This design comes from an exercise in tuning for small area on the open sky130 flow, not from production work. The RTL was checked by simulation tests, not by an equivalence proof against the original design.

File: design/flow/design.v
module diff_network (
		     input wire [6:0]   i,
		     output wire [6:0]  o,
		     input wire [6:0]   k
		     );
   wire p = i[0] ^ i[1] ^ i[2] ^ i[3] ^ i[4] ^ i[5] ^ i[6];
   assign o[0] = k[0] ^ p ^ i[0];
   assign o[1] = k[1] ^ p ^ i[1];
   assign o[2] = k[2] ^ p ^ i[2];
   assign o[3] = k[3] ^ p ^ i[3];
   assign o[4] = k[4] ^ p ^ i[4];
   assign o[5] = k[5] ^ p ^ i[5];
   assign o[6] = k[6] ^ p;
endmodule  
module shuffle_network (
			input wire clk,
			input wire din,
			input wire sel,
			input wire advance,
			input wire init_iv,
			output wire dout
			);
   reg 				    a, b;
   always @(posedge clk) begin
      if( init_iv ) begin
	 a <= 1'b0;
	 b <= 1'b1;
      end else if( advance ) begin
	 a <= sel ? din : b;
	 b <= sel ? a : din;
      end
   end
   assign dout = sel ? b : a;
endmodule  
module hdcp_lfsr(
		   input wire    clk,
		   input wire [55:0]  iv,               
		   input  wire   init_iv,          
		   input  wire   advance,          
		   output wire   onebit            
		   );
   reg [12:0] 			 lfsr0;
   reg [13:0] 			 lfsr1;
   reg [15:0] 			 lfsr2;
   reg [16:0] 			 lfsr3;
   always @(posedge clk) begin
      if( init_iv ) begin
	 lfsr0[12:0] <= {~iv[6],iv[11:0]};
	 lfsr1[13:0] <= {~iv[18],iv[24:12]};
	 lfsr2[15:0] <= {~iv[32],iv[39:25]};
	 lfsr3[16:0] <= {~iv[47],iv[55:40]};
      end else if( advance ) begin
	 lfsr0 <= {lfsr0[11:0], lfsr0[4] ^ lfsr0[8] ^ lfsr0[10] ^ lfsr0[12]};
	 lfsr1 <= {lfsr1[12:0], lfsr1[3] ^ lfsr1[5] ^ lfsr1[6] ^ lfsr1[9] ^ lfsr1[10] ^ lfsr1[13]};
	 lfsr2 <= {lfsr2[14:0], lfsr2[4] ^ lfsr2[6] ^ lfsr2[7] ^ lfsr2[11] ^ lfsr2[14] ^ lfsr2[15]};
	 lfsr3 <= {lfsr3[15:0], lfsr3[4] ^ lfsr3[10] ^ lfsr3[14] ^ lfsr3[16]};
      end
   end
   wire [3:0] sh_dout;
   shuffle_network sh0 ( .clk(clk),
			 .din(lfsr0[3] ^ lfsr1[4] ^ lfsr2[5] ^ lfsr3[5]),
			 .sel(lfsr0[7]),
			 .advance(advance),
			 .init_iv(init_iv),
			 .dout(sh_dout[0])
			 );
   shuffle_network sh1 ( .clk(clk),
			 .din(sh_dout[0]),
			 .sel(lfsr1[8]),
			 .advance(advance),
			 .init_iv(init_iv),
			 .dout(sh_dout[1])
			 );
   shuffle_network sh2 ( .clk(clk),
			 .din(sh_dout[1]),
			 .sel(lfsr2[9]),
			 .advance(advance),
			 .init_iv(init_iv),
			 .dout(sh_dout[2])
			 );
   shuffle_network sh3 ( .clk(clk),
			 .din(sh_dout[2]),
			 .sel(lfsr3[11]),
			 .advance(advance),
			 .init_iv(init_iv),
			 .dout(sh_dout[3])
			 );
   assign onebit = sh_dout[3] ^ lfsr0[12] ^ lfsr1[13] ^ lfsr2[15] ^ lfsr3[16];
endmodule  
module hdcp_block (
		   input wire clk,
		   input wire load,          
		   input wire load56,        
		   input wire [63:0] bsrc,
		   input wire [55:0] ksrc,
		   output wire [55:0] Bo,    
		   output wire [55:0] Kcur,  
		   input wire rekey,
		   input wire lfsr_in,
		   output wire [23:0] ostream,
		   input wire advance
		   );
   reg [27:0] 		      Bx;
   reg [27:0]		      By;
   reg [27:0] 		      Bz;
   wire [27:0] 		      o_Bx;
   wire [27:0]		      o_By;
   wire [27:0] 		      o_Bz;
   reg [27:0] 		      Kx;
   reg [27:0] 		      Ky;
   reg [27:0] 		      Kz;
   wire [27:0] 		      o_Kx;
   wire [27:0] 		      o_Ky;
   wire 		      o_Ky13;  
   wire [27:0] 		      o_Kz;
   reg 			      st;      
   reg 			      rk_d;    
   reg 			      lf_d;    
   wire [23:0] 		      ostream_r;
   wire [3:0] 		      SK0_in;
   wire [3:0] 		      SK1_in;
   wire [3:0] 		      SK2_in;
   wire [3:0] 		      SK3_in;
   wire [3:0] 		      SK4_in;
   wire [3:0] 		      SK5_in;
   wire [3:0] 		      SK6_in;
   wire [3:0] 		      SK0;
   wire [3:0] 		      SK1;
   wire [3:0] 		      SK2;
   wire [3:0] 		      SK3;
   wire [3:0] 		      SK4;
   wire [3:0] 		      SK5;
   wire [3:0] 		      SK6;
   wire [3:0] 		      SB0_in;
   wire [3:0] 		      SB1_in;
   wire [3:0] 		      SB2_in;
   wire [3:0] 		      SB3_in;
   wire [3:0] 		      SB4_in;
   wire [3:0] 		      SB5_in;
   wire [3:0] 		      SB6_in;
   wire [3:0] 		      SB0;
   wire [3:0] 		      SB1;
   wire [3:0] 		      SB2;
   wire [3:0] 		      SB3;
   wire [3:0] 		      SB4;
   wire [3:0] 		      SB5;
   wire [3:0] 		      SB6;
   assign Bo = {o_By[27:0],o_Bx[27:0]};
   assign Kcur = {Ky[27:0],Kx[27:0]};
   assign ostream = ostream_r;
   always @(posedge clk) begin
      if( load ) begin
	 Bz <= {19'b0,1'b0,bsrc[63:56]};  
	 By <= bsrc[55:28];
	 Bx <= bsrc[27:0];
	 if( load56 ) begin
	    Kz <= 28'b0;
	    Ky <= ksrc[55:28];
	    Kx <= ksrc[27:0];
	 end else begin
	    Kz <= o_Bz;
	    Ky <= o_By;
	    Kx <= o_Bx;
	 end
	 st <= 1'b0;
      end else if( advance ) begin
	 if( st ) begin
	    Bx <= o_Bx;
	    By <= o_By;
	    Bz <= o_Bz;
	    Kx <= o_Kx;
	    Ky <= o_Ky;
	    Kz <= o_Kz;
	 end
	 st <= 1'b1;
	 rk_d <= rekey;
	 lf_d <= lfsr_in;
      end
   end
   diff_network bround1 ( .o({o_Bx[24],o_Bx[20],o_Bx[16],o_Bx[12],o_Bx[8],o_Bx[4],o_Bx[0]}),
			  .k({Ky[6],Ky[5],Ky[4],Ky[3],Ky[2],Ky[1],Ky[0]}),
			  .i({Bz[6],Bz[5],Bz[4],Bz[3],Bz[2],Bz[1],Bz[0]}) );
   diff_network bround2 ( .o({o_By[24],o_By[20],o_By[16],o_By[12],o_By[8],o_By[4],o_By[0]}),
			  .k({1'b0,1'b0,1'b0,1'b0,1'b0,1'b0,1'b0}),
			  .i({By[12],By[2],By[1],By[0],Bz[9],Bz[8],Bz[7]}) );
   diff_network bround3 ( .o({o_By[25],o_By[21],o_By[17],o_By[13],o_By[9],o_By[5],o_By[1]}),
			  .k({1'b0,1'b0,1'b0,1'b0,1'b0,1'b0,1'b0}),
			  .i({By[13],By[5],By[4],By[3],Bz[12],Bz[11],Bz[10]}) );
   diff_network bround4 ( .o({o_By[26],o_By[22],o_By[18],o_By[14],o_By[10],o_By[6],o_By[2]}),
			  .k({1'b0,1'b0,1'b0,1'b0,1'b0,1'b0,1'b0}),
			  .i({By[14],By[8],By[7],By[6],Bz[15],Bz[14],Bz[13]}) );
   diff_network bround5 ( .o({o_By[27],o_By[23],o_By[19],o_By[15],o_By[11],o_By[7],o_By[3]}),
			  .k({1'b0,1'b0,1'b0,1'b0,1'b0,1'b0,1'b0}),
			  .i({By[15],By[11],By[10],By[9],Bz[18],Bz[17],Bz[16]}) );
   diff_network bround6 ( .o({o_Bx[25],o_Bx[21],o_Bx[17],o_Bx[13],o_Bx[9],o_Bx[5],o_Bx[1]}),
			  .k({Ky[13],Ky[12],Ky[11],Ky[10],Ky[9],Ky[8],Ky[7]}),
			  .i({Bz[21],Bz[20],Bz[19],By[19],By[18],By[17],By[16]}) );
   diff_network bround7 ( .o({o_Bx[26],o_Bx[22],o_Bx[18],o_Bx[14],o_Bx[10],o_Bx[6],o_Bx[2]}),
			  .k({Ky[20],Ky[19],Ky[18],Ky[17],Ky[16],Ky[15],Ky[14]}),
			  .i({Bz[24],Bz[23],Bz[22],By[23],By[22],By[21],By[20]}) );
   diff_network bround8 ( .o({o_Bx[27],o_Bx[23],o_Bx[19],o_Bx[15],o_Bx[11],o_Bx[7],o_Bx[3]}),
			  .k({Ky[27],Ky[26],Ky[25],Ky[24],Ky[23],Ky[22],Ky[21]}),
			  .i({Bz[27],Bz[26],Bz[25],By[27],By[26],By[25],By[24]}) );
   diff_network kround1 ( .o({o_Kx[24],o_Kx[20],o_Kx[16],o_Kx[12],o_Kx[8],o_Kx[4],o_Kx[0]}),
			  .i({Kz[6],Kz[5],Kz[4],Kz[3],Kz[2],Kz[1],Kz[0]}),
			  .k(7'b0) );
   diff_network kround2 ( .o({o_Ky[24],o_Ky[20],o_Ky[16],o_Ky[12],o_Ky[8],o_Ky[4],o_Ky[0]}),
			  .i({Ky[12],Ky[2],Ky[1],Ky[0],Kz[9],Kz[8],Kz[7]}),
			  .k(7'b0) );
   diff_network kround3 ( .o({o_Ky[25],o_Ky[21],o_Ky[17],o_Ky13,o_Ky[9],o_Ky[5],o_Ky[1]}),
			  .i({Ky[13],Ky[5],Ky[4],Ky[3],Kz[12],Kz[11],Kz[10]}),
			  .k(7'b0) );
   assign o_Ky[13] = rk_d ? lf_d : o_Ky13;
   diff_network kround4 ( .o({o_Ky[26],o_Ky[22],o_Ky[18],o_Ky[14],o_Ky[10],o_Ky[6],o_Ky[2]}),
			  .i({Ky[14],Ky[8],Ky[7],Ky[6],Kz[15],Kz[14],Kz[13]}),
			  .k(7'b0) );
   diff_network kround5 ( .o({o_Ky[27],o_Ky[23],o_Ky[19],o_Ky[15],o_Ky[11],o_Ky[7],o_Ky[3]}),
			  .i({Ky[15],Ky[11],Ky[10],Ky[9],Kz[18],Kz[17],Kz[16]}),
			  .k(7'b0) );
   diff_network kround6 ( .o({o_Kx[25],o_Kx[21],o_Kx[17],o_Kx[13],o_Kx[9],o_Kx[5],o_Kx[1]}),
			  .i({Kz[21],Kz[20],Kz[19],Ky[19],Ky[18],Ky[17],Ky[16]}),
			  .k(7'b0) );
   diff_network kround7 ( .o({o_Kx[26],o_Kx[22],o_Kx[18],o_Kx[14],o_Kx[10],o_Kx[6],o_Kx[2]}),
			  .i({Kz[24],Kz[23],Kz[22],Ky[23],Ky[22],Ky[21],Ky[20]}),
			  .k(7'b0) );
   diff_network kround8 ( .o({o_Kx[27],o_Kx[23],o_Kx[19],o_Kx[15],o_Kx[11],o_Kx[7],o_Kx[3]}),
			  .i({Kz[27],Kz[26],Kz[25],Ky[27],Ky[26],Ky[25],Ky[24]}),
			  .k(7'b0) );
   function [3:0] sbox(input [63:0] table_, input [3:0] n);
      sbox = table_[n*4 +: 4];
   endfunction
   assign SK0 = sbox(64'hda742fb16c0395e8, SK0_in);
   assign SK1 = sbox(64'h2ed7c90a5b38f461, SK1_in);
   assign SK2 = sbox(64'h593a0ec1f24768bd, SK2_in);
   assign SK3 = sbox(64'h65a9184fd23c7be0, SK3_in);
   assign SK4 = sbox(64'h2d9053a641eb8f7c, SK4_in);
   assign SK5 = sbox(64'h9a6df05be43827c1, SK5_in);
   assign SK6 = sbox(64'h845f2b9cd3e0167a, SK6_in);
   assign SB0 = sbox(64'ha1f87e426d5b039c, SB0_in);
   assign SB1 = sbox(64'h0cf6794adb251e83, SB1_in);
   assign SB2 = sbox(64'h598206fc3edba147, SB2_in);
   assign SB3 = sbox(64'hd0798be52fca4136, SB3_in);
   assign SB4 = sbox(64'he0db7a852914cf63, SB4_in);
   assign SB5 = sbox(64'h09da3f417c2586eb, SB5_in);
   assign SB6 = sbox(64'ha30ef86d9c5247b1, SB6_in);
   assign SB0_in[0] = Bx[0];
   assign SB0_in[1] = Bx[7];
   assign SB0_in[2] = Bx[14];
   assign SB0_in[3] = Bx[21];
   assign SK0_in[0] = Kx[0];
   assign SK0_in[1] = Kx[7];
   assign SK0_in[2] = Kx[14];
   assign SK0_in[3] = Kx[21];
   assign o_Bz[0] = SB0[0];
   assign o_Bz[7] = SB0[1];
   assign o_Bz[14] = SB0[2];
   assign o_Bz[21] = SB0[3];
   assign o_Kz[0] = SK0[0];
   assign o_Kz[7] = SK0[1];
   assign o_Kz[14] = SK0[2];
   assign o_Kz[21] = SK0[3];
   assign SB1_in[0] = Bx[1];
   assign SB1_in[1] = Bx[8];
   assign SB1_in[2] = Bx[15];
   assign SB1_in[3] = Bx[22];
   assign SK1_in[0] = Kx[1];
   assign SK1_in[1] = Kx[8];
   assign SK1_in[2] = Kx[15];
   assign SK1_in[3] = Kx[22];
   assign o_Bz[1] = SB1[0];
   assign o_Bz[8] = SB1[1];
   assign o_Bz[15] = SB1[2];
   assign o_Bz[22] = SB1[3];
   assign o_Kz[1] = SK1[0];
   assign o_Kz[8] = SK1[1];
   assign o_Kz[15] = SK1[2];
   assign o_Kz[22] = SK1[3];
   assign SB2_in[0] = Bx[2];
   assign SB2_in[1] = Bx[9];
   assign SB2_in[2] = Bx[16];
   assign SB2_in[3] = Bx[23];
   assign SK2_in[0] = Kx[2];
   assign SK2_in[1] = Kx[9];
   assign SK2_in[2] = Kx[16];
   assign SK2_in[3] = Kx[23];
   assign o_Bz[2] = SB2[0];
   assign o_Bz[9] = SB2[1];
   assign o_Bz[16] = SB2[2];
   assign o_Bz[23] = SB2[3];
   assign o_Kz[2] = SK2[0];
   assign o_Kz[9] = SK2[1];
   assign o_Kz[16] = SK2[2];
   assign o_Kz[23] = SK2[3];
   assign SB3_in[0] = Bx[3];
   assign SB3_in[1] = Bx[10];
   assign SB3_in[2] = Bx[17];
   assign SB3_in[3] = Bx[24];
   assign SK3_in[0] = Kx[3];
   assign SK3_in[1] = Kx[10];
   assign SK3_in[2] = Kx[17];
   assign SK3_in[3] = Kx[24];
   assign o_Bz[3] = SB3[0];
   assign o_Bz[10] = SB3[1];
   assign o_Bz[17] = SB3[2];
   assign o_Bz[24] = SB3[3];
   assign o_Kz[3] = SK3[0];
   assign o_Kz[10] = SK3[1];
   assign o_Kz[17] = SK3[2];
   assign o_Kz[24] = SK3[3];
   assign SB4_in[0] = Bx[4];
   assign SB4_in[1] = Bx[11];
   assign SB4_in[2] = Bx[18];
   assign SB4_in[3] = Bx[25];
   assign SK4_in[0] = Kx[4];
   assign SK4_in[1] = Kx[11];
   assign SK4_in[2] = Kx[18];
   assign SK4_in[3] = Kx[25];
   assign o_Bz[4] = SB4[0];
   assign o_Bz[11] = SB4[1];
   assign o_Bz[18] = SB4[2];
   assign o_Bz[25] = SB4[3];
   assign o_Kz[4] = SK4[0];
   assign o_Kz[11] = SK4[1];
   assign o_Kz[18] = SK4[2];
   assign o_Kz[25] = SK4[3];
   assign SB5_in[0] = Bx[5];
   assign SB5_in[1] = Bx[12];
   assign SB5_in[2] = Bx[19];
   assign SB5_in[3] = Bx[26];
   assign SK5_in[0] = Kx[5];
   assign SK5_in[1] = Kx[12];
   assign SK5_in[2] = Kx[19];
   assign SK5_in[3] = Kx[26];
   assign o_Bz[5] = SB5[0];
   assign o_Bz[12] = SB5[1];
   assign o_Bz[19] = SB5[2];
   assign o_Bz[26] = SB5[3];
   assign o_Kz[5] = SK5[0];
   assign o_Kz[12] = SK5[1];
   assign o_Kz[19] = SK5[2];
   assign o_Kz[26] = SK5[3];
   assign SB6_in[0] = Bx[6];
   assign SB6_in[1] = Bx[13];
   assign SB6_in[2] = Bx[20];
   assign SB6_in[3] = Bx[27];
   assign SK6_in[0] = Kx[6];
   assign SK6_in[1] = Kx[13];
   assign SK6_in[2] = Kx[20];
   assign SK6_in[3] = Kx[27];
   assign o_Bz[6] = SB6[0];
   assign o_Bz[13] = SB6[1];
   assign o_Bz[20] = SB6[2];
   assign o_Bz[27] = SB6[3];
   assign o_Kz[6] = SK6[0];
   assign o_Kz[13] = SK6[1];
   assign o_Kz[20] = SK6[2];
   assign o_Kz[27] = SK6[3];
assign ostream_r[0] = (Bz[17] & Kz[3]) ^ (Bz[26] & Kz[6]) ^ (Bz[22] & Kz[0]) ^ (Bz[27] & Kz[9]) ^ (Bz[21] & Kz[4]) ^ (Bz[18] & Kz[22]) ^ (Bz[2] & Kz[5]) ^ By[5] ^ Ky[10];
assign ostream_r[1] = (Bz[5] & Kz[20]) ^ (Bz[20] & Kz[18]) ^ (Bz[15] & Kz[7]) ^ (Bz[24] & Kz[23]) ^ (Bz[2] & Kz[15]) ^ (Bz[25] & Kz[5]) ^ (Bz[0] & Kz[3]) ^ By[16] ^ Ky[25];
assign ostream_r[2] = (Bz[22] & Kz[7]) ^ (Bz[5] & Kz[19]) ^ (Bz[14] & Kz[2]) ^ (Bz[16] & Kz[10]) ^ (Bz[25] & Kz[22]) ^ (Bz[17] & Kz[4]) ^ (Bz[20] & Kz[13]) ^ By[11] ^ Ky[21];
assign ostream_r[3] = (Bz[19] & Kz[6]) ^ (Bz[3] & Kz[14]) ^ (Bz[15] & Kz[9]) ^ (Bz[11] & Kz[8]) ^ (Bz[21] & Kz[17]) ^ (Bz[16] & Kz[18]) ^ (Bz[27] & Kz[12]) ^ By[1] ^ Ky[24];
assign ostream_r[4] = (Bz[19] & Kz[25]) ^ (Bz[6] & Kz[6]) ^ (Bz[17] & Kz[5]) ^ (Bz[18] & Kz[2]) ^ (Bz[22] & Kz[10]) ^ (Bz[7] & Kz[15]) ^ (Bz[9] & Kz[21]) ^ By[12] ^ Ky[8];
assign ostream_r[5] = (Bz[3] & Kz[27]) ^ (Bz[7] & Kz[14]) ^ (Bz[4] & Kz[2]) ^ (Bz[8] & Kz[4]) ^ (Bz[16] & Kz[24]) ^ (Bz[6] & Kz[19]) ^ (Bz[5] & Kz[1]) ^ By[17] ^ Ky[12];
assign ostream_r[6] = (Bz[8] & Kz[17]) ^ (Bz[21] & Kz[26]) ^ (Bz[27] & Kz[4]) ^ (Bz[2] & Kz[16]) ^ (Bz[11] & Kz[27]) ^ (Bz[24] & Kz[7]) ^ (Bz[12] & Kz[22]) ^ By[3] ^ Ky[11];
assign ostream_r[7] = (Bz[9] & Kz[9]) ^ (Bz[5] & Kz[10]) ^ (Bz[7] & Kz[19]) ^ (Bz[4] & Kz[11]) ^ (Bz[8] & Kz[7]) ^ (Bz[13] & Kz[6]) ^ (Bz[3] & Kz[8]) ^ By[15] ^ Ky[23];
assign ostream_r[8] = (Bz[26] & Kz[13]) ^ (Bz[13] & Kz[12]) ^ (Bz[23] & Kz[18]) ^ (Bz[10] & Kz[24]) ^ (Bz[11] & Kz[15]) ^ (Bz[7] & Kz[23]) ^ (Bz[15] & Kz[7]) ^ By[19] ^ Ky[16];
assign ostream_r[9] = (Bz[1] & Kz[0]) ^ (Bz[0] & Kz[5]) ^ (Bz[19] & Kz[20]) ^ (Bz[11] & Kz[25]) ^ (Bz[13] & Kz[1]) ^ (Bz[16] & Kz[24]) ^ (Bz[24] & Kz[9]) ^ By[18] ^ Ky[27];
assign ostream_r[10] = (Bz[26] & Kz[14]) ^ (Bz[13] & Kz[23]) ^ (Bz[9] & Kz[27]) ^ (Bz[14] & Kz[25]) ^ (Bz[10] & Kz[17]) ^ (Bz[4] & Kz[19]) ^ (Bz[1] & Kz[1]) ^ By[2] ^ Ky[22];
assign ostream_r[11] = (Bz[21] & Kz[6]) ^ (Bz[15] & Kz[21]) ^ (Bz[5] & Kz[17]) ^ (Bz[3] & Kz[15]) ^ (Bz[13] & Kz[26]) ^ (Bz[25] & Kz[11]) ^ (Bz[16] & Kz[16]) ^ By[27] ^ Ky[7];
assign ostream_r[12] = (Bz[20] & Kz[11]) ^ (Bz[7] & Kz[22]) ^ (Bz[18] & Kz[20]) ^ (Bz[12] & Kz[0]) ^ (Bz[17] & Kz[26]) ^ (Bz[1] & Kz[23]) ^ (Bz[16] & Kz[17]) ^ By[0] ^ Ky[2];
assign ostream_r[13] = (Bz[14] & Kz[8]) ^ (Bz[23] & Kz[4]) ^ (Bz[1] & Kz[3]) ^ (Bz[12] & Kz[14]) ^ (Bz[24] & Kz[20]) ^ (Bz[6] & Kz[26]) ^ (Bz[18] & Kz[23]) ^ By[9] ^ Ky[15];
assign ostream_r[14] = (Bz[19] & Kz[19]) ^ (Bz[6] & Kz[0]) ^ (Bz[21] & Kz[18]) ^ (Bz[25] & Kz[2]) ^ (Bz[23] & Kz[13]) ^ (Bz[1] & Kz[8]) ^ (Bz[10] & Kz[24]) ^ By[8] ^ Ky[14];
assign ostream_r[15] = (Bz[3] & Kz[16]) ^ (Bz[0] & Kz[21]) ^ (Bz[27] & Kz[24]) ^ (Bz[23] & Kz[25]) ^ (Bz[19] & Kz[12]) ^ (Bz[8] & Kz[27]) ^ (Bz[4] & Kz[15]) ^ By[7] ^ Ky[18];
assign ostream_r[16] = (Bz[6] & Kz[3]) ^ (Bz[5] & Kz[5]) ^ (Bz[14] & Kz[8]) ^ (Bz[22] & Kz[25]) ^ (Bz[24] & Kz[7]) ^ (Bz[18] & Kz[27]) ^ (Bz[2] & Kz[2]) ^ By[21] ^ Ky[26];
assign ostream_r[17] = (Bz[3] & Kz[11]) ^ (Bz[4] & Kz[14]) ^ (Bz[2] & Kz[23]) ^ (Bz[6] & Kz[17]) ^ (Bz[22] & Kz[22]) ^ (Bz[14] & Kz[13]) ^ (Bz[12] & Kz[19]) ^ By[26] ^ Ky[4];
assign ostream_r[18] = (Bz[25] & Kz[1]) ^ (Bz[21] & Kz[16]) ^ (Bz[19] & Kz[14]) ^ (Bz[9] & Kz[11]) ^ (Bz[10] & Kz[12]) ^ (Bz[15] & Kz[6]) ^ (Bz[13] & Kz[10]) ^ By[22] ^ Ky[19];
assign ostream_r[19] = (Bz[23] & Kz[21]) ^ (Bz[11] & Kz[1]) ^ (Bz[10] & Kz[10]) ^ (Bz[20] & Kz[20]) ^ (Bz[1] & Kz[18]) ^ (Bz[12] & Kz[26]) ^ (Bz[14] & Kz[9]) ^ By[4] ^ Ky[13];
assign ostream_r[20] = (Bz[11] & Kz[20]) ^ (Bz[26] & Kz[21]) ^ (Bz[20] & Kz[9]) ^ (Bz[17] & Kz[25]) ^ (Bz[8] & Kz[12]) ^ (Bz[23] & Kz[3]) ^ (Bz[0] & Kz[15]) ^ By[24] ^ Ky[0];
assign ostream_r[21] = (Bz[9] & Kz[18]) ^ (Bz[17] & Kz[12]) ^ (Bz[26] & Kz[21]) ^ (Bz[4] & Kz[27]) ^ (Bz[27] & Kz[1]) ^ (Bz[0] & Kz[16]) ^ (Bz[15] & Kz[24]) ^ By[6] ^ Ky[20];
assign ostream_r[22] = (Bz[22] & Kz[13]) ^ (Bz[12] & Kz[0]) ^ (Bz[2] & Kz[3]) ^ (Bz[10] & Kz[16]) ^ (Bz[7] & Kz[22]) ^ (Bz[20] & Kz[11]) ^ (Bz[25] & Kz[26]) ^ By[13] ^ Ky[9];
assign ostream_r[23] = (Bz[27] & Kz[2]) ^ (Bz[24] & Kz[0]) ^ (Bz[26] & Kz[13]) ^ (Bz[8] & Kz[5]) ^ (Bz[0] & Kz[4]) ^ (Bz[9] & Kz[8]) ^ (Bz[18] & Kz[10]) ^ By[23] ^ Ky[3];
endmodule  
module hdcp_cipher(
		   input wire    clk,
		   input         reset,
		   input [55:0]  Km,               
		   input [63:0]  An,               
		   input         hdcpBlockCipher_init,  
		   input         authentication,   
		   input         hdcpRekeyCipher,  
		   input         hdcpStreamCipher, 
		   output [23:0] pr_data,          
		   output reg    stream_ready      
		   );
   wire 			 lfsr_out;
   wire [23:0] 			 ostream;
   wire [55:0] 			 Bo;
   wire [55:0] 			 Kcur;
   reg 				 run;        
   reg 				 is_init;    
   reg [6:0] 			 cnt;
   reg 				 adv_s;      
   reg 				 auth_mode;
   reg [55:0] 			 Ks;
   reg 				 ks_v;       
   reg [63:0] 			 Mi;
   reg 				 mi_v;       
   wire start_init  = hdcpBlockCipher_init & ~run;
   wire start_rekey = hdcpRekeyCipher & ~hdcpBlockCipher_init & stream_ready & ~run;
   wire start = start_init | start_rekey;
   wire k_ge56 = cnt[6] | (cnt[5] & cnt[4] & cnt[3]);
   wire win_init = (cnt >= 7'd3) & (cnt <= 7'd50);
   wire win_rekey = k_ge56 & (cnt <= 7'd111);
   wire advance = adv_s | (run & (win_init | win_rekey));
   wire rekey = run & k_ge56;
   wire load = run & ((cnt == 7'd2) | (cnt == 7'd53));
   wire load56 = ~cnt[5];
   wire ks_we = run & auth_mode & (cnt == 7'd51);
   wire load_lfsr = run & (cnt == 7'd54);
   wire mi_sh = run & is_init & (cnt >= 7'd109) & (cnt <= 7'd112);
   wire fin = run & (is_init ? (cnt == 7'd113) : (cnt == 7'd111));
   wire ready_nx = run ? fin : (stream_ready & ~start_rekey);
   always @(posedge clk or posedge reset) begin
      if( reset ) begin
	 run <= 1'b0;
	 stream_ready <= 1'b0;
	 adv_s <= 1'b0;
	 ks_v <= 1'b0;
	 mi_v <= 1'b0;
      end else begin
	 if( start )
	   run <= 1'b1;
	 else if( fin )
	   run <= 1'b0;
	 stream_ready <= ready_nx;
	 adv_s <= hdcpStreamCipher & ready_nx;
	 if( ks_we )
	   ks_v <= 1'b1;
	 if( mi_sh )
	   mi_v <= 1'b1;
      end
   end
   always @(posedge clk) begin
      if( start ) begin
	 cnt <= start_init ? 7'd1 : 7'd56;
	 is_init <= start_init;
      end else
	cnt <= cnt + 7'd1;
      if( start_init )
	auth_mode <= authentication;
      if( ks_we )
	Ks <= Bo;
      if( mi_sh )
	Mi <= {Mi[47:0], ostream[15:0]};
   end
   hdcp_lfsr  lfsr( .clk(clk),
		    .iv(Kcur),
		    .init_iv(load_lfsr),
		    .advance(advance),
		    .onebit(lfsr_out));
   hdcp_block block( .clk(clk),
		     .load(load),
		     .load56(load56),
		     .bsrc(auth_mode ? An : (Mi & {64{mi_v}})),
		     .ksrc(auth_mode ? Km : (Ks & {56{ks_v}})),
		     .Bo(Bo),
		     .Kcur(Kcur),
		     .rekey(rekey),
		     .lfsr_in(lfsr_out),
		     .ostream(ostream),
		     .advance(advance));
   assign pr_data = ostream;
endmodule  
File: design/flow/flow/run.sh
#!/bin/bash
cp standard.sh standard_sh_copy.txt
export BUFFER_PORTS_ARGS="-buffer_cell sky130_fd_sc_hd__buf_1"
bash standard.sh > standard.log 2>&1
File: design/flow/standard.sh
#!/bin/bash
# synth_recipe.tcl (not shown) runs the flow's synth.tcl, then flattens the netlist and writes it again
# the make line also repeats each setting of config.mk as NAME=value (left out here)
make -C /OpenROAD-flow-scripts/flow DESIGN_CONFIG=/design/flow/config.mk WORK_HOME=/design/flow/orfs CLKGATE_MAP_FILE= SYNTH_SCRIPT=/design/flow/synth_recipe.tcl "${@:-finish}"
File: design/flow/config.mk
export PLATFORM = sky130hd
export DESIGN_NAME = hdcp_cipher
export DESIGN_NICKNAME = hdcp_cipher
export VERILOG_FILES = /design/flow/design.v
export SDC_FILE = /design/flow/constraint.sdc
export NUM_CORES = 4
export LEC_CHECK = 0
export CAP_MARGIN = 20
export CORE_MARGIN = 2
export CORE_UTILIZATION = 40
export CTS_BUF_LIST = sky130_fd_sc_hd__clkbuf_16
export CTS_CLUSTER_DIAMETER = 60
export CTS_CLUSTER_SIZE = 20
export SLEW_MARGIN = 20
File: design/flow/constraint.sdc
create_clock -name core_clock -period 4.0 [get_ports {clk}]
set_input_delay 0.8000 -clock core_clock [delete_from_list [all_inputs] [get_ports {clk}]]
set_output_delay 0.8000 -clock core_clock [all_outputs]
set_load 0.01 [all_outputs]
==> results of run 1 <==
-- cell usage after synthesis, types with 24 or more instances --
library cell  instances  area [sq um]
nand2_1             382          1434
xnor2_1             338          2960
edfxtp_1            332          9970
nor2_1              172         645.6
clkbuf_1            154         578.1
a21oi_1             121         605.6
a221oi_1            110         963.4
o21ai_0              92         460.4
xor2_1               92         805.8
inv_1                75         281.5
ha_1                 65         813.3
dfxtp_1              36         720.7
mux2i_1              31         310.3
a211oi_1             24         180.2
-- worst max-delay path, delay by kind of cell (launching register included) --
family / cells / cell delay (ns)
xor gates and xnor gates: 3 / 0.90
buffers and inverters: 1 / 0.20
DFF: 1 / 0.99
and+or+nand+nor: 1 / 0.14
-- per-layer routing --
layer	GRT usage (%)	vias to the layer above	share of wire, %
met2	41.62	901	44
li1	-	8065	-
met1	39.57	8763	44
met4	9.648	0	3.7
met5	0	-	0
met3	5.048	133	9.0
-- kinds of logic after synthesis --
family          after synthesis  synth area share [%]
simple gates                634                 11.06
compound gates              449                 13.10
xor+xnor                    447                 17.96
flops                       373                 46.90
buf+inv                     271                 4.639
fa+ha+maj                    65                 3.527
mux                          48                 2.811
-- layout by cell type, fill, tap and decap left out, drive strengths merged, types with 5 or more instances in the layout --
master,count
a211oi,24
a21o,7
a21oi,121
a221o,11
a221oi,110
a31oi,9
and2,5
buf,194
clkbuf,38
clkinv,6
dfrtp,5
dfxtp,36
edfxtp,332
ha,65
inv,93
mux2i,31
mux4,13
nand2,382
nand2b,6
nand3,14
nand4,5
nor2,173
nor2b,8
nor3,23
o211ai,13
o21ai,94
o22ai,7
o31ai,23
xnor2,344
xnor3,8
xor2,93
-- layout make-up --
class | count | area [sq um]
well taps | 765 | 957.2
multi-input cells | 1643 | 11290
repair buffers | 194 | 1013
fillers | 5435 | 31710
flip-flops and latches | 373 | 10830
inverters | 77 | 291.5
clock inverters | 26 | 324.1
clock buffers | 38 | 950.9
-- state kept, by name (all words and copies together), names as in the netlist, 7 cells and up --
signal and cells:
block.Kz 28, cnt 7, lfsr.lfsr0 13, block.Bz 28
lfsr.lfsr2 16, block.Bx 28, block.By 28, lfsr.lfsr3 17
block.Kx 28, block.Ky 28, Ks 56, lfsr.lfsr1 14
Mi 64
-- final timing paths --
path | end | slack, ns | from
max | pr_data[13] | 0.38 | block.Bz[18]
min | run | 0.10 | reset
max reg2reg | block.Ky[15] | 0.84 | block.Bz[18]
min reg2reg | Mi[53] | 0.46 | Mi[37]
max in group asynchronous | ks_v | 3.69 | reset
min in group core_clock | auth_mode | 0.41 | authentication
==> reports/qor.csv, run 1 <==
metric,value,unit
status,timing/DRC/antenna clean,
number of clock sinks,373,
TritonCTS clock tree,yes,
post-detailed-placement half-perimeter wirelength,62550,um
cells resized by post-CTS repair,0,
"EDFF count, synth",332,
synthesized flop and latch total,373,
Max Buffers Root-to-Sink,3,
number of nets produced by synthesis,2478,
type of the setup path with the least slack,reg -> out,
Setup crit start kind,flop,
vias per cell,5.732,
Worst Hold Slack,0.1047,ns
normalized max-slew margin,23.55,%
Worst Clk Skew,0.02543,ns
overall routed net length,83600,um
Area Overhead vs Synth,11.27,%
"Req. time, crit path",3.20,ns
CP endpoint kind,primary output,
die width,244.1,um
maximum number of pins on one net before global-route repair,84,
maximum fanout encountered on the critical timing path,14,
per-cell routed wire length,26.83,um
dominant synthesized flop cell,edfxtp_1,
final non-filler cell total,3116,
final-report max-slew violation count,0,
count of placed standard cells including taps,3051,
Mean Syn Cell Area,10.08,sq um
"Setup Fix Bufs, Post-CTS",0,
vias after detailed routing,17860,
All-Layer GR Usage,27.55,%
routability cong.,0.9971,
CP max stage delay,0.99,ns
Final Cycle Share,90.40,%
Maximum Capacitance Violations,0,
setup violation total in the final timing report,0,
crit path time final,3.616,ns
total die area,59580,sq um
number of instances in the synthesized netlist,2287,
number of cells traversed by the worst register-to-register path,8,
aggregate global routing overflow,0,
initial antenna violation count,0,
first-pass detailed-route iteration total,5,
"FFs w/ async S/R, synth",1.340,%
pre-CTS worst setup slack,0.8610,ns
insertion delay of the later-clocked pin in the worst-skew pair,0.58,ns
area of placed instances,24350,sq um
summed negative setup slack over all endpoints,0,ns
proportion of synthesized chip area in sequential cells,46.90,%
Worst EP arrival,2.82,ns
count of different cell masters after synthesis,70,
quantity of I/O buffers inserted on ports,150,
clock tree root buffer cell,clkbuf_16,
slew at the pin closest to its max-slew limit,1.137,ns
number of warnings printed during yosys synthesis,4,
antenna fix cells,0,
vertical die dimension,244.1,um
post-synthesis instance area,23060,sq um
critical path's most frequent cell,xnor2_1,
number of buffers added by the clock tree synthesis step,36,
Hold Buf Count CTS,0,
drc violations,0,
highest attainable clock frequency,276.5,MHz
CTS HTree Levels,2,
Final Hold Viols,0,
share of cells above drive strength 1,6.848,%
global-route wire length before repair,118800,um
Finished Core Util,44.73,%
area inside the core boundary,57370,sq um
setup repair after global routing missed its margin,no,
worst-path cell chain,"nand2_1, xnor2_1, xnor2_1, xnor2_1, buf_1",
Post-Layout Inst Area,25660,sq um
initial core utilization,40.20,%
slowest library cell on the worst path,dfxtp_1,
I/O Pins,151,
smallest setup slack after layout,0.3839,ns
"Net count, final",2516,
site row count,88,
detailed router's first-iteration violation count,2197,
number of global-route vias before repair,16890,
clock slew at reported path FFs,0.08,ns
number of nets with antenna violations after detailed routing,0,
path category of the worst min-delay check,in -> async,
==> run 2: changes to the inputs <==
==> design/flow/run.sh (new file) <==
#!/bin/bash
# synth_recipe.tcl (not shown) runs the flow's synth.tcl, then flattens the netlist and writes it again
# the make line also repeats each setting of config.mk as NAME=value (left out here)
make -C /OpenROAD-flow-scripts/flow DESIGN_CONFIG=/design/flow/config.mk WORK_HOME=/design/flow/orfs CLKGATE_MAP_FILE= SYNTH_SCRIPT=/design/flow/synth_recipe.tcl finish
--- a/design/flow/config.mk
+++ b/design/flow/config.mk
@@ -10,5 +10,2 @@
 export CORE_UTILIZATION = 40
-export CTS_BUF_LIST = sky130_fd_sc_hd__clkbuf_16
-export CTS_CLUSTER_DIAMETER = 60
-export CTS_CLUSTER_SIZE = 20
 export SLEW_MARGIN = 20
removed: design/flow/flow/run.sh
removed: design/flow/standard.sh
==> run 2 against run 1 <==
Effect of this change: worst setup slack got worse by 0.26 ns; hold slack improved by 0.32 ns; clock skew fell by 0.011 ns; still clean on timing, DRC and antenna; final area rose by 4.1%; critical path depth did not move; first-iteration DRC count rose by 8.9%; cell count rose by 0.61%; utilization rose by 1.8 points; register-to-register slack improved by 0.03 ns; clock-buffer cell count rose by 20; non-clock buffer count rose by 4.
==> reports/qor.csv, run 2 <==
metric,value,unit
status,timing/DRC/antenna clean,
dominant synthesized flop cell,edfxtp_1,
most frequent cell after synthesis,nand2_1,
number of nets with antenna violations after detailed routing,0,
vias per cell,5.826,
Reg2Reg Capture Point,block.By[25],
total die area,59580,sq um
area inside the core boundary,57370,sq um
Max Buffers Root-to-Sink,3,
number of buffers added by the clock tree synthesis step,44,
pre-CTS worst setup slack,0.8343,ns
Reg with most FFs,Mi,
Area Overhead vs Synth,15.82,%
launch point of the worst reg-to-reg path,run,
"EDFF count, synth",332,
vertical die dimension,244.1,um
site row count,88,
routability cong.,0.9998,
Hold Buf Count CTS,0,
Setup crit start kind,flop,
Regs by FF count,"Mi: 64 flops, Ks: 56 flops",
critical path's most frequent cell,xnor2_1,
Finished Core Util,46.56,%
Reg2Reg Setup Slack,0.87,ns
count of placed standard cells including taps,3056,
highest-count cells in the layout ignoring fill and taps,"nand2_1, xnor2_1, edfxtp_1",
initial core utilization,40.20,%
final non-filler cell total,3135,
Fill cells,5294,
insertion delay of the later-clocked pin in the worst-skew pair,0.59,ns
"FFs w/ async S/R, synth",1.340,%
antenna fix cells,0,
worst-path cell chain,"nand2_1, xnor2_1, xnor2_1, xnor2_1, clkdlybuf4s50_1",
vias after detailed routing,18260,
maximum number of pins on one net before global-route repair,123,
proportion of synthesized chip area in sequential cells,46.90,%
smallest setup slack after layout,0.1239,ns
area of placed instances,25370,sq um
post-detailed-placement half-perimeter wirelength,66420,um
library cell occupying the most area in the post-synthesis netlist,edfxtp_1,
Worst Clk Skew,0.01403,ns
synth cell count leaders,"nand2_1, xnor2_1, edfxtp_1",
share of the synthesized area in the top cell type,43.24,%
"Req. time, crit path",3.20,ns
die width,244.1,um
number of global-route vias before repair,17360,
crit path time final,3.876,ns
leading cell types by total area after synthesis,"edfxtp_1, xnor2_1, nand2_1, a221oi_1, ha_1",
number of nets produced by synthesis,2478,
initial antenna violation count,0,
number of warnings printed during yosys synthesis,4,
normalized max-slew margin,25.22,%
Largest register FFs,64,
quantity of I/O buffers inserted on ports,150,
CP endpoint kind,primary output,
I/O Pins,151,
aggregate global routing overflow,0,
path category of the worst min-delay check,in -> async,
type of the setup path with the least slack,reg -> out,
All-Layer GR Usage,29.24,%
setup violation total in the final timing report,0,
Setup crit start,block.Kz[2],
critical path endpoint,pr_data[2],
post-synthesis instance area,23060,sq um
CP max stage delay,0.78,ns
number of instances in the synthesized netlist,2287,
synthesized flop and latch total,373,
number of cells traversed by the worst register-to-register path,5,
CTS HTree Levels,2,
maximum fanout encountered on the critical timing path,8,
Worst EP arrival,3.08,ns
count of different cell masters after synthesis,70,
Maximum Capacitance Violations,0,
Final Cycle Share,96.90,%
number of clock sinks,373,
share of cells above drive strength 1,6.878,%
slew at the pin closest to its max-slew limit,1.115,ns
per-cell routed wire length,28.32,um
detailed router's first-iteration violation count,2392,
Final Hold Viols,0,
cells resized by post-CTS repair,0,
"Setup Fix Bufs, Post-CTS",0,
clock tree root buffer cell,clkbuf_16,
global-route wire length before repair,125200,um
"most common cell after layout, fill and taps aside",nand2_1,
setup repair after global routing missed its margin,no,
summed negative setup slack over all endpoints,0,ns
Post-Layout Inst Area,26710,sq um
"Net count, final",2528,
drc violations,0,
clock slew at reported path FFs,0.06,ns
highest attainable clock frequency,258.0,MHz
overall routed net length,88780,um
Mean Syn Cell Area,10.08,sq um
final-report max-slew violation count,0,
TritonCTS clock tree,yes,
first-pass detailed-route iteration total,6,
slowest library cell on the worst path,edfxtp_1,
[run 2: worst max-delay path, delay by kind of cell, from the launching register on]
kind | cells | cell delay [ns]
flops | 1 | 0.78
xor+xnor | 3 | 0.92
simple gates | 1 | 0.14
buf+inv | 1 | 0.63
[run 2: cell type report]
type                            count  area [sq um]  area share [%]
Multi-Input combinational cell   1643         11290           42.29
Sequential cell                   373         10830           40.54
Timing Repair Buffer              198          1999           7.487
Clock buffer                       58          1175           4.399
Tap cell                          765         957.2           3.584
Inverter                           77         291.5           1.092
Clock inverter                     21         163.9          0.6137
[run 2: cells by family after synthesis]
logic type	Yosys count	synth area share [%]
mux	48	2.811
flops	373	46.90
buf+inv	271	4.639
compound gates	449	13.10
xor+xnor	447	17.96
fa+ha+maj	65	3.527
simple gates	634	11.06
[run 2: per-stage QoR]
step,hold slack [ns]
detailed placement,0.4363
CTS,0.4249
global route,0.4643
finish,0.4242
floorplan,0.4275
global placement,0.4295
[run 2: worst min path at each step]
stage,startpoint,end,slack [ns],cells past startpoint
after floorplan,Mi[0],Mi[16],0.43,0
after global placement,Mi[2],Mi[18],0.43,0
after detailed placement,Mi[9],Mi[25],0.44,0
after CTS,reset,run,0.42,2
after global routing,Mi[2],Mi[18],0.46,0
final,reset,stream_ready,0.42,2
[run 2: routing by layer]
metal	GRT usage [%]	share of wire (%)	routed length, um	up-vias
met4	10.04	3.4	3005	0
met3	4.587	8.9	7939	137
li1	-	-	-	8084
met5	0	0	0	-
met2	44.85	45	39660	983
met1	41.97	43	38180	9059
==> run 3: changes to the inputs <==
==> design/flow/flow/run.sh (new file) <==
#!/bin/bash
# The standard synthesis, then an area-oriented re-mapping of the
# combinational logic (the flip-flops are kept as they are, with their
# names and cell types), then the standard layout with plain buf_1
# cells as the port buffers.
set -euo pipefail
W=$PWD
RES=$W/orfs/results/sky130hd/hdcp_cipher/base
LIB=$FLOW_HOME/platforms/sky130hd/lib/sky130_fd_sc_hd__tt_025C_1v80.lib

# 1. standard synthesis (up to the Yosys netlist)
bash standard.sh $RES/1_2_yosys.v > synth_standard.log 2>&1
cp $RES/1_2_yosys.v $W/netlist_standard.v

# 2. re-map the combinational logic for area
grep -oE "^\s*sky130_fd_sc_hd__\w+" $W/netlist_standard.v | tr -d ' ' | sort -u > $W/cells_used.txt
python3 $W/flow/mkcells.py $LIB $W/cells_used.txt > $W/cell_models.v
printf 'set_driving_cell sky130_fd_sc_hd__buf_1\nset_load 5\n' > $W/abc.constr
sed -e "s#@LIB@#$LIB#g" -e "s#@W@#$W#g" $W/flow/resyn.ys > $W/resyn_run.ys
yosys -s $W/resyn_run.ys > $W/resyn.log 2>&1
cp $W/netlist_resyn.v $RES/1_2_yosys.v

# 3. the rest of the standard flow
export BUFFER_PORTS_ARGS="-buffer_cell sky130_fd_sc_hd__buf_1"
bash standard.sh > standard.log 2>&1
==> design/flow/flow/mkcells.py (new file) <==
# generate Verilog models: combinational cells as assigns, sequential as blackboxes
import re,sys
lib=open(sys.argv[1]).read()
used=set(open(sys.argv[2]).read().split())
out=[]
# split into cells
for m in re.finditer(r'\n\s*cell\s*\(\s*"?(\w+)"?\s*\)\s*\{', lib):
    pass
pos=[(m.group(1),m.start()) for m in re.finditer(r'\n\s*cell\s*\(\s*"?(\w+)"?\s*\)\s*\{', lib)]
for i,(name,st) in enumerate(pos):
    if name not in used: continue
    en=pos[i+1][1] if i+1<len(pos) else len(lib)
    body=lib[st:en]
    seq = ('ff (' in body) or ('ff(' in body) or ('latch' in body) or ('statetable' in body)
    pins=[]
    for pm in re.finditer(r'\n\s*pin\s*\(\s*"?(\w+)"?\s*\)\s*\{', body):
        pst=pm.end()
        # find direction and function within this pin group (until next pin( )
        nxt=re.search(r'\n\s*pin\s*\(', body[pst:])
        pb=body[pst: pst+nxt.start()] if nxt else body[pst:]
        d=re.search(r'direction\s*:\s*"?(\w+)"?',pb).group(1)
        f=re.search(r'\bfunction\s*:\s*"([^"]*)"',pb)
        pins.append((pm.group(1),d,f.group(1) if f else None))
    ports=', '.join(p[0] for p in pins)
    lines=['module %s(%s);'%(name,ports)]
    for p,d,f in pins:
        lines.append('  %s %s;'%('input' if d=='input' else 'output',p))
    if seq:
        lines[0]='(* blackbox *)\n'+lines[0]
    else:
        for p,d,f in pins:
            if d=='output':
                e=f.replace('!','~')
                e=re.sub(r'\)\s*\(',') & (',e)
                e=re.sub(r'(\w)\s+(?=[\w(~])',r'\1 & ',e)
                lines.append('  assign %s = %s;'%(p,e))
    lines.append('endmodule')
    out.append('\n'.join(lines))
print('\n'.join(out))
==> design/flow/flow/resyn.abc (new file) <==
strash
dc2
dch -f
amap
==> design/flow/flow/resyn.ys (new file) <==
read_verilog @W@/cell_models.v
read_verilog @W@/netlist_standard.v
hierarchy -top hdcp_cipher
flatten
hierarchy -top hdcp_cipher
read_liberty -lib -ignore_redef @LIB@
techmap
opt -purge
abc -liberty @LIB@ -dont_use sky130_fd_sc_hd__probe_p_8 -dont_use sky130_fd_sc_hd__probec_p_8 -dont_use *lpflow* -constr @W@/abc.constr -script @W@/flow/resyn.abc
splitnets
opt_clean -purge
hilomap -singleton -hicell sky130_fd_sc_hd__conb_1 HI -locell sky130_fd_sc_hd__conb_1 LO
insbuf -buf sky130_fd_sc_hd__buf_4 A X
check -assert -mapped
stat -liberty @LIB@
write_verilog -noattr -nohex -nodec @W@/netlist_resyn.v
==> design/flow/standard.sh (new file) <==
#!/bin/bash
# synth_recipe.tcl (not shown) runs the flow's synth.tcl, then flattens the netlist and writes it again
# the make line also repeats each setting of config.mk as NAME=value (left out here)
make -C /OpenROAD-flow-scripts/flow DESIGN_CONFIG=/design/flow/config.mk WORK_HOME=/design/flow/orfs CLKGATE_MAP_FILE= SYNTH_SCRIPT=/design/flow/synth_recipe.tcl "${@:-finish}"
removed: design/flow/run.sh
==> run 3 against run 2 <==
Effect of this change: still clean on timing, DRC and antenna; via count increased by 13%; sequential share of layout area up 4.2 points; synthesized cell count increased by 3.4%; non-clock buffer count grew 27; critical path type unchanged; highest routed layer is now met5.
==> reports/qor.csv, run 3 <==
metric,value,unit
Hold Buf Count CTS,0,
overall routed net length,95240,um
slew at the pin closest to its max-slew limit,1.215,ns
first-pass detailed-route iteration total,7,
launch point of the worst reg-to-reg path,block.Bz[15],
Area Overhead vs Synth,16.35,%
detailed router's first-iteration violation count,2826,
Max Buffers Root-to-Sink,3,
Mean Syn Cell Area,8.787,sq um
die width,231.9,um
number of cells traversed by the worst register-to-register path,10,
Setup crit start kind,flop,
initial antenna violation count,4,
"Req. time, crit path",3.20,ns
"most common cell after layout, fill and taps aside",nor2_1,
type of the setup path with the least slack,reg -> out,
per-cell routed wire length,28.63,um
final non-filler cell total,3327,
Setup crit start,block.Ky[0],
Regs by FF count,"Mi: 64 flops, Ks: 56 flops",
CP endpoint kind,primary output,
vias after detailed routing,20710,
share of cells above drive strength 1,5.560,%
count of placed standard cells including taps,3246,
post-detailed-placement half-perimeter wirelength,72620,um
total die area,53800,sq um
vertical die dimension,231.9,um
clock tree root buffer cell,clkbuf_16,
final-report max-slew violation count,0,
clock slew at reported path FFs,0.06,ns
quantity of I/O buffers inserted on ports,150,
vias per cell,6.225,
site row count,83,
Worst Clk Skew,0.02282,ns
TritonCTS clock tree,yes,
highest attainable clock frequency,253.1,MHz
post-synthesis instance area,20780,sq um
aggregate global routing overflow,0,
Worst EP arrival,3.15,ns
All-Layer GR Usage,34.87,%
number of clock sinks,373,
global-route wire length before repair,132800,um
Reg2Reg Capture Point,block.Ky[10],
initial core utilization,40.51,%
number of instances in the synthesized netlist,2365,
highest-count cells in the layout ignoring fill and taps,"nor2_1, edfxtp_1, o22ai_1",
number of buffers added by the clock tree synthesis step,44,
Final Cycle Share,98.77,%
area inside the core boundary,51300,sq um
Reg with most FFs,Mi,
Maximum Capacitance Violations,0,
status,timing/DRC/antenna clean,
Fill cells,5026,
number of global-route vias before repair,18830,
routability cong.,1.010,
Final Hold Viols,0,
CTS HTree Levels,2,
maximum number of pins on one net before global-route repair,98,
crit path time final,3.951,ns
normalized max-slew margin,18.76,%
setup repair after global routing missed its margin,no,
I/O Pins,151,
setup violation total in the final timing report,0,
path category of the worst min-delay check,in -> async,
cells resized by post-CTS repair,0,
insertion delay of the later-clocked pin in the worst-skew pair,0.58,ns
Reg2Reg Setup Slack,0.22,ns
area used by multi-input combinational logic,8737,sq um
area taken by flip-flops and latches,10820,sq um
Largest register FFs,64,
maximum fanout encountered on the critical timing path,5,
drc violations,0,
number of nets produced by synthesis,2491,
number of nets with antenna violations after detailed routing,0,
"Setup Fix Bufs, Post-CTS",0,
"Net count, final",2738,
number of warnings printed during yosys synthesis,4,
==> run 3: cell types whose count changed in the layout (fill, tap and decap cells not counted), moves of 95 or more <==
cell / delta
xnor2_1: -337
clkinv_1: +296
nor2_1: +322
o21ai_0: +101
a221oi_1: -101
clkdlybuf4s50_1: -150
nand2_1: -218
a21oi_1: +95
buf_1: +150
o22ai_1: +307
==> run 3: metrics by stage <==
step	setup WS [ns]	util (%)	hold WS [ns]	TNS, ns	cell area (sq um)
after floorplan	-4.850	-	0.4180	-1223.61	20840
after global placement	0.4010	44.46	0.4299	0	22810
after detailed placement	0.4091	44.46	0.4372	0	22810
after CTS	0.1311	47.12	0.06496	0	24170
after global routing	0.05224	47.12	0.1177	0	24170
final	0.04929	47.13	0.08179	0	24180
==> run 3: final cells by class <==
type	count	area share, %
clock buffers	62	5.004
well taps	680	3.519
clock inverters	16	0.6417
inverters	299	4.699
repair buffers	225	5.226
flip-flops and latches	373	44.75
diodes	3	0.03105
multi-input cells	1669	36.13
==> run 3: how the worst max path moves through the flow <==
stage                         to  slack [ns]
finish               pr_data[20]        0.05
global route        block.Ky[15]        0.05
CTS                  pr_data[20]        0.13
detailed placement  block.Ky[15]        0.41
global placement    block.Ky[15]        0.40
floorplan            block.Bx[0]       -4.85
==> run 3: per-layer routing <==
layer	wire, um	GRT usage (%)
met4	5650	17.37
met2	41770	53.55
met3	9850	6.729
met5	24	0
met1	37950	47.09
==> run 3: critical path: stages (launching register included) <==
cell	delay [ns]
edfxtp_1	0.59
clkinv_1	0.52
o22ai_1	0.44
nor2_1	0.07
a21oi_1	0.27
nor2_1	0.07
a21oi_1	0.27
nand2_1	0.07
o21ai_0	0.09
buf_1	0.18
==> run 4: changes to the inputs <==
--- a/design/flow/design.v
+++ b/design/flow/design.v
@@ -91,7 +91,7 @@
 		   input wire clk,
-		   input wire load,          
-		   input wire load56,        
-		   input wire [63:0] bsrc,
-		   input wire [55:0] ksrc,
-		   output wire [55:0] Bo,    
+		   input wire loadB,         
+		   input wire loadK,         
+		   input wire catchup,       
+		   input wire [63:0] src,
+		   output wire [55:0] Bcur,  
 		   output wire [55:0] Kcur,  
@@ -147,29 +147,28 @@
    wire [3:0] 		      SB6;
-   assign Bo = {o_By[27:0],o_Bx[27:0]};
+   assign Bcur = {By[27:0],Bx[27:0]};
    assign Kcur = {Ky[27:0],Kx[27:0]};
    assign ostream = ostream_r;
+   wire step = advance & st;
    always @(posedge clk) begin
-      if( load ) begin
-	 Bz <= {19'b0,1'b0,bsrc[63:56]};  
-	 By <= bsrc[55:28];
-	 Bx <= bsrc[27:0];
-	 if( load56 ) begin
-	    Kz <= 28'b0;
-	    Ky <= ksrc[55:28];
-	    Kx <= ksrc[27:0];
-	 end else begin
-	    Kz <= o_Bz;
-	    Ky <= o_By;
-	    Kx <= o_Bx;
-	 end
-	 st <= 1'b0;
-      end else if( advance ) begin
-	 if( st ) begin
-	    Bx <= o_Bx;
-	    By <= o_By;
-	    Bz <= o_Bz;
-	    Kx <= o_Kx;
-	    Ky <= o_Ky;
-	    Kz <= o_Kz;
-	 end
+      if( loadB ) begin
+	 Bz <= {19'b0,1'b0,src[63:56]};  
+	 By <= src[55:28];
+	 Bx <= src[27:0];
+      end else if( step | catchup ) begin
+	 Bx <= o_Bx;
+	 By <= o_By;
+	 Bz <= o_Bz;
+      end
+      if( loadK ) begin
+	 Kz <= Bz;
+	 Ky <= By;
+	 Kx <= Bx;
+      end else if( step ) begin
+	 Kx <= o_Kx;
+	 Ky <= o_Ky;
+	 Kz <= o_Kz;
+      end
+      if( loadK )
+	st <= 1'b0;
+      else if( advance ) begin
 	 st <= 1'b1;
@@ -396,3 +395,3 @@
    wire [23:0] 			 ostream;
-   wire [55:0] 			 Bo;
+   wire [55:0] 			 Bcur;
    wire [55:0] 			 Kcur;
@@ -415,5 +414,6 @@
    wire rekey = run & k_ge56;
-   wire load = run & ((cnt == 7'd2) | (cnt == 7'd53));
-   wire load56 = ~cnt[5];
-   wire ks_we = run & auth_mode & (cnt == 7'd51);
+   wire k1 = run & (cnt == 7'd1);
+   wire loadK = run & ((cnt == 7'd2) | (cnt == 7'd53));
+   wire catchup = run & (cnt == 7'd52);
+   wire ks_we = run & auth_mode & (cnt == 7'd53);
    wire load_lfsr = run & (cnt == 7'd54);
@@ -451,3 +451,3 @@
       if( ks_we )
-	Ks <= Bo;
+	Ks <= Bcur;
       if( mi_sh )
@@ -461,7 +461,8 @@
    hdcp_block block( .clk(clk),
-		     .load(load),
-		     .load56(load56),
-		     .bsrc(auth_mode ? An : (Mi & {64{mi_v}})),
-		     .ksrc(auth_mode ? Km : (Ks & {56{ks_v}})),
-		     .Bo(Bo),
+		     .loadB(k1 | loadK),
+		     .loadK(loadK),
+		     .catchup(catchup),
+		     .src(k1 ? {8'b0, auth_mode ? Km : (Ks & {56{ks_v}})}
+			     : (auth_mode ? An : (Mi & {64{mi_v}}))),
+		     .Bcur(Bcur),
 		     .Kcur(Kcur),
--- a/design/flow/config.mk
+++ b/design/flow/config.mk
@@ -10,2 +10,5 @@
 export CORE_UTILIZATION = 40
+export CTS_BUF_LIST = sky130_fd_sc_hd__clkbuf_8
+export CTS_CLUSTER_DIAMETER = 50
+export CTS_CLUSTER_SIZE = 14
 export SLEW_MARGIN = 20
==> run 4 against run 3 <==
Effect of this change: clock skew rose by 0.013 ns; hold slack improved by 0.19 ns; sequential share of layout area rose by 0.98 points; wire length fell by 3.7%; area after synthesis fell by 1.4%; utilization fell by 0.16 points; final area fell by 2.1%.
==> reports/qor.csv, run 4 <==
metric,value,unit
Worst Clk Skew,0.03602,ns
path category of the worst min-delay check,in -> reg,
Maximum Capacitance Violations,0,
Final Cycle Share,97.84,%
Setup crit start kind,flop,
type of the setup path with the least slack,reg -> out,
area inside the core boundary,50380,sq um
detailed router's first-iteration violation count,3489,
Reg with most FFs,Mi,
per-cell routed wire length,28.58,um
crit path time final,3.914,ns
final-report max-slew violation count,0,
Max Buffers Root-to-Sink,3,
number of cells on the worst hold path,1,
number of nets produced by synthesis,2360,
quantity of I/O buffers inserted on ports,150,
clock tree root buffer cell,clkbuf_8,
number of global-route vias before repair,18330,
number of cells traversed by the worst register-to-register path,10,
Post-Layout Inst Area,23660,sq um
clock slew at reported path FFs,0.09,ns
Fill cells,4832,
aggregate global routing overflow,0,
TritonCTS clock tree,yes,
top sig layer,met5,
post-detailed-placement half-perimeter wirelength,69050,um
Routed met3 length,10180,um
"Setup Fix Bufs, Post-CTS",0,
I/O Pins,151,
total die area,53050,sq um
drc violations,0,
sum of routed wire segments on met1,37790,um
overall routed net length,91690,um
initial antenna violation count,7,
highest attainable clock frequency,255.5,MHz
die width,230.3,um
CP endpoint kind,primary output,
site row count,82,
slowest library cell on the worst path,o21ai_0,
number of clock sinks,373,
Worst EP arrival,3.11,ns
global-route wire length before repair,129400,um
first-pass detailed-route iteration total,7,
normalized max-slew margin,28.37,%
"Req. time, crit path",3.20,ns
area of placed instances,22530,sq um
vias per cell,6.315,
Final Hold Viols,0,
summed negative setup slack over all endpoints,0,ns
status,timing/DRC/antenna clean,
start point of the worst min-delay path,authentication,
"Net count, final",2621,
setup repair after global routing missed its margin,no,
highest-count cells in the layout ignoring fill and taps,"nor2_1, edfxtp_1, o22ai_1",
launch point of the worst reg-to-reg path,block.Kz[25],
end of the worst hold path,auth_mode,
number of warnings printed during yosys synthesis,4,
vertical die dimension,230.3,um
metal2 WL,39060,um
number of instances in the synthesized netlist,2234,
CP max stage delay,0.58,ns
vias after detailed routing,20260,
Setup crit start,block.Bz[13],
number of buffers added by the clock tree synthesis step,49,
setup violation total in the final timing report,0,
share of cells above drive strength 1,7.692,%
maximum number of pins on one net before global-route repair,121,
Area Overhead vs Synth,15.48,%
slew at the pin closest to its max-slew limit,1.074,ns
"most common cell after layout, fill and taps aside",nor2_1,
post-synthesis instance area,20490,sq um
Reg2Reg Capture Point,block.Kx[7],
Largest register FFs,64,
number of nets with antenna violations after detailed routing,0,
CTS HTree Levels,2,
Mean Syn Cell Area,9.171,sq um
Worst Hold Slack,0.2745,ns
Regs by FF count,"Mi: 64 flops, Ks: 56 flops",
insertion delay of the later-clocked pin in the worst-skew pair,0.70,ns
Reg2Reg Setup Slack,0.42,ns
routability cong.,1.067,
All-Layer GR Usage,33.89,%
initial core utilization,40.67,%
maximum fanout encountered on the critical timing path,10,
worst-path cell chain,"clkinv_1, nor2_1, nor2_1, a21oi_1, a21oi_1, o21ai_0, buf_1",
[run 4: changes by cell type in the layout (fill, tap and decap cells not counted), moves of 25 or more]
| cell | delta |
|---|---|
| nand2_1 | -25 |
| o21ai_0 | -29 |
| clkinv_1 | -44 |
| o22ai_1 | -49 |
| nor2_1 | -36 |
| a32oi_1 | +104 |
| clkbuf_8 | +49 |
| clkbuf_16 | -45 |
| a22oi_1 | -61 |
[run 4: layout make-up]
cell class / instances / area (sq um) / share of cell area (%)
Clock buffer: 51 / 701.9 / 2.967
Antenna cell: 1 / 2.502 / 0.01058
Tap cell: 672 / 840.8 / 3.554
Multi-Input combinational cell: 1572 / 8598 / 36.34
Sequential cell: 373 / 10820 / 45.73
Timing Repair Buffer: 234 / 1309 / 5.531
Clock inverter: 40 / 364.1 / 1.539
Inverter: 265 / 1025 / 4.331
[run 4: per-stage QoR]
| stage | std cells | worst slack (ns) | util, % |
|---|---|---|---|
| final | 3208 | 0.08637 | 46.97 |
| after floorplan | 2234 | -4.304 | - |
| after detailed placement | 3115 | 0.5069 | 44.72 |
| after global placement | 3115 | 0.5086 | 44.72 |
| after global routing | 3208 | 0.01924 | 46.97 |
| after CTS | 3207 | 0.005903 | 46.87 |
[run 4: worst max path at each step]
stage               slack (ns)     endpoint  depth (start not counted)
finish                    0.09   pr_data[7]                          7
CTS                      0.006  pr_data[12]                          8
global route              0.02  pr_data[11]                         10
global placement          0.51  pr_data[12]                          6
detailed placement        0.51  pr_data[12]                          6
floorplan                -4.30        Ks[0]                          2
[run 4: timing repair]
item	in CTS	in global routing
resized for setup	4	12
endpoints found under the hold margin	5	0
hold buffers	1	0
pin swaps	0	0
setup endpoints to repair	1	6
gates cloned	0	0
[run 4: per-layer routing]
layer,vias to the layer above,global-route usage (%)
li1,9177,-
met1,9513,47.85
met2,1335,49.67
met3,230,7.230
met4,4,15.75
met5,-,0
[run 4: critical path: cells and delay by family (launching register included)]
kind,cells,cell delay [ns]
simple gates,2,0.44
flops,1,0.32
compound gates,3,0.92
buf+inv,2,0.74

-- what the ideal ports hide --
How much do the figures lean on ideal ports? The routed layouts below were timed once more, with nothing changed but the port constraints.
Step 1, drivers: a clkbuf_16 drives clk and a buf_2 each remaining input, both assumed.
Step 2 moves the port delays by t, midway between the first and last clock arrival at a register: inputs arrive t later, outputs are due t later. That takes back most of the time a late clock gives input paths.
Three values: ideal ports, drivers, drivers and shift; two values: the first two.
| run | t (ns) | setup slack, ns | cell pins on the clock port's net |
|---|---|---|---|
| run 1 | 0.623 | 0.384 / 0.322 / 0.839 | 1 |
| run 2 | 0.649 | 0.124 / 0.059 / 0.708 | 1 |
| run 3 | 0.638 | 0.049 / -0.017 / 0.220 | 1 |
| run 4 | 0.738 | 0.086 / 0.027 / 0.420 | 1 |
After both steps every run listed still meets setup and hold.
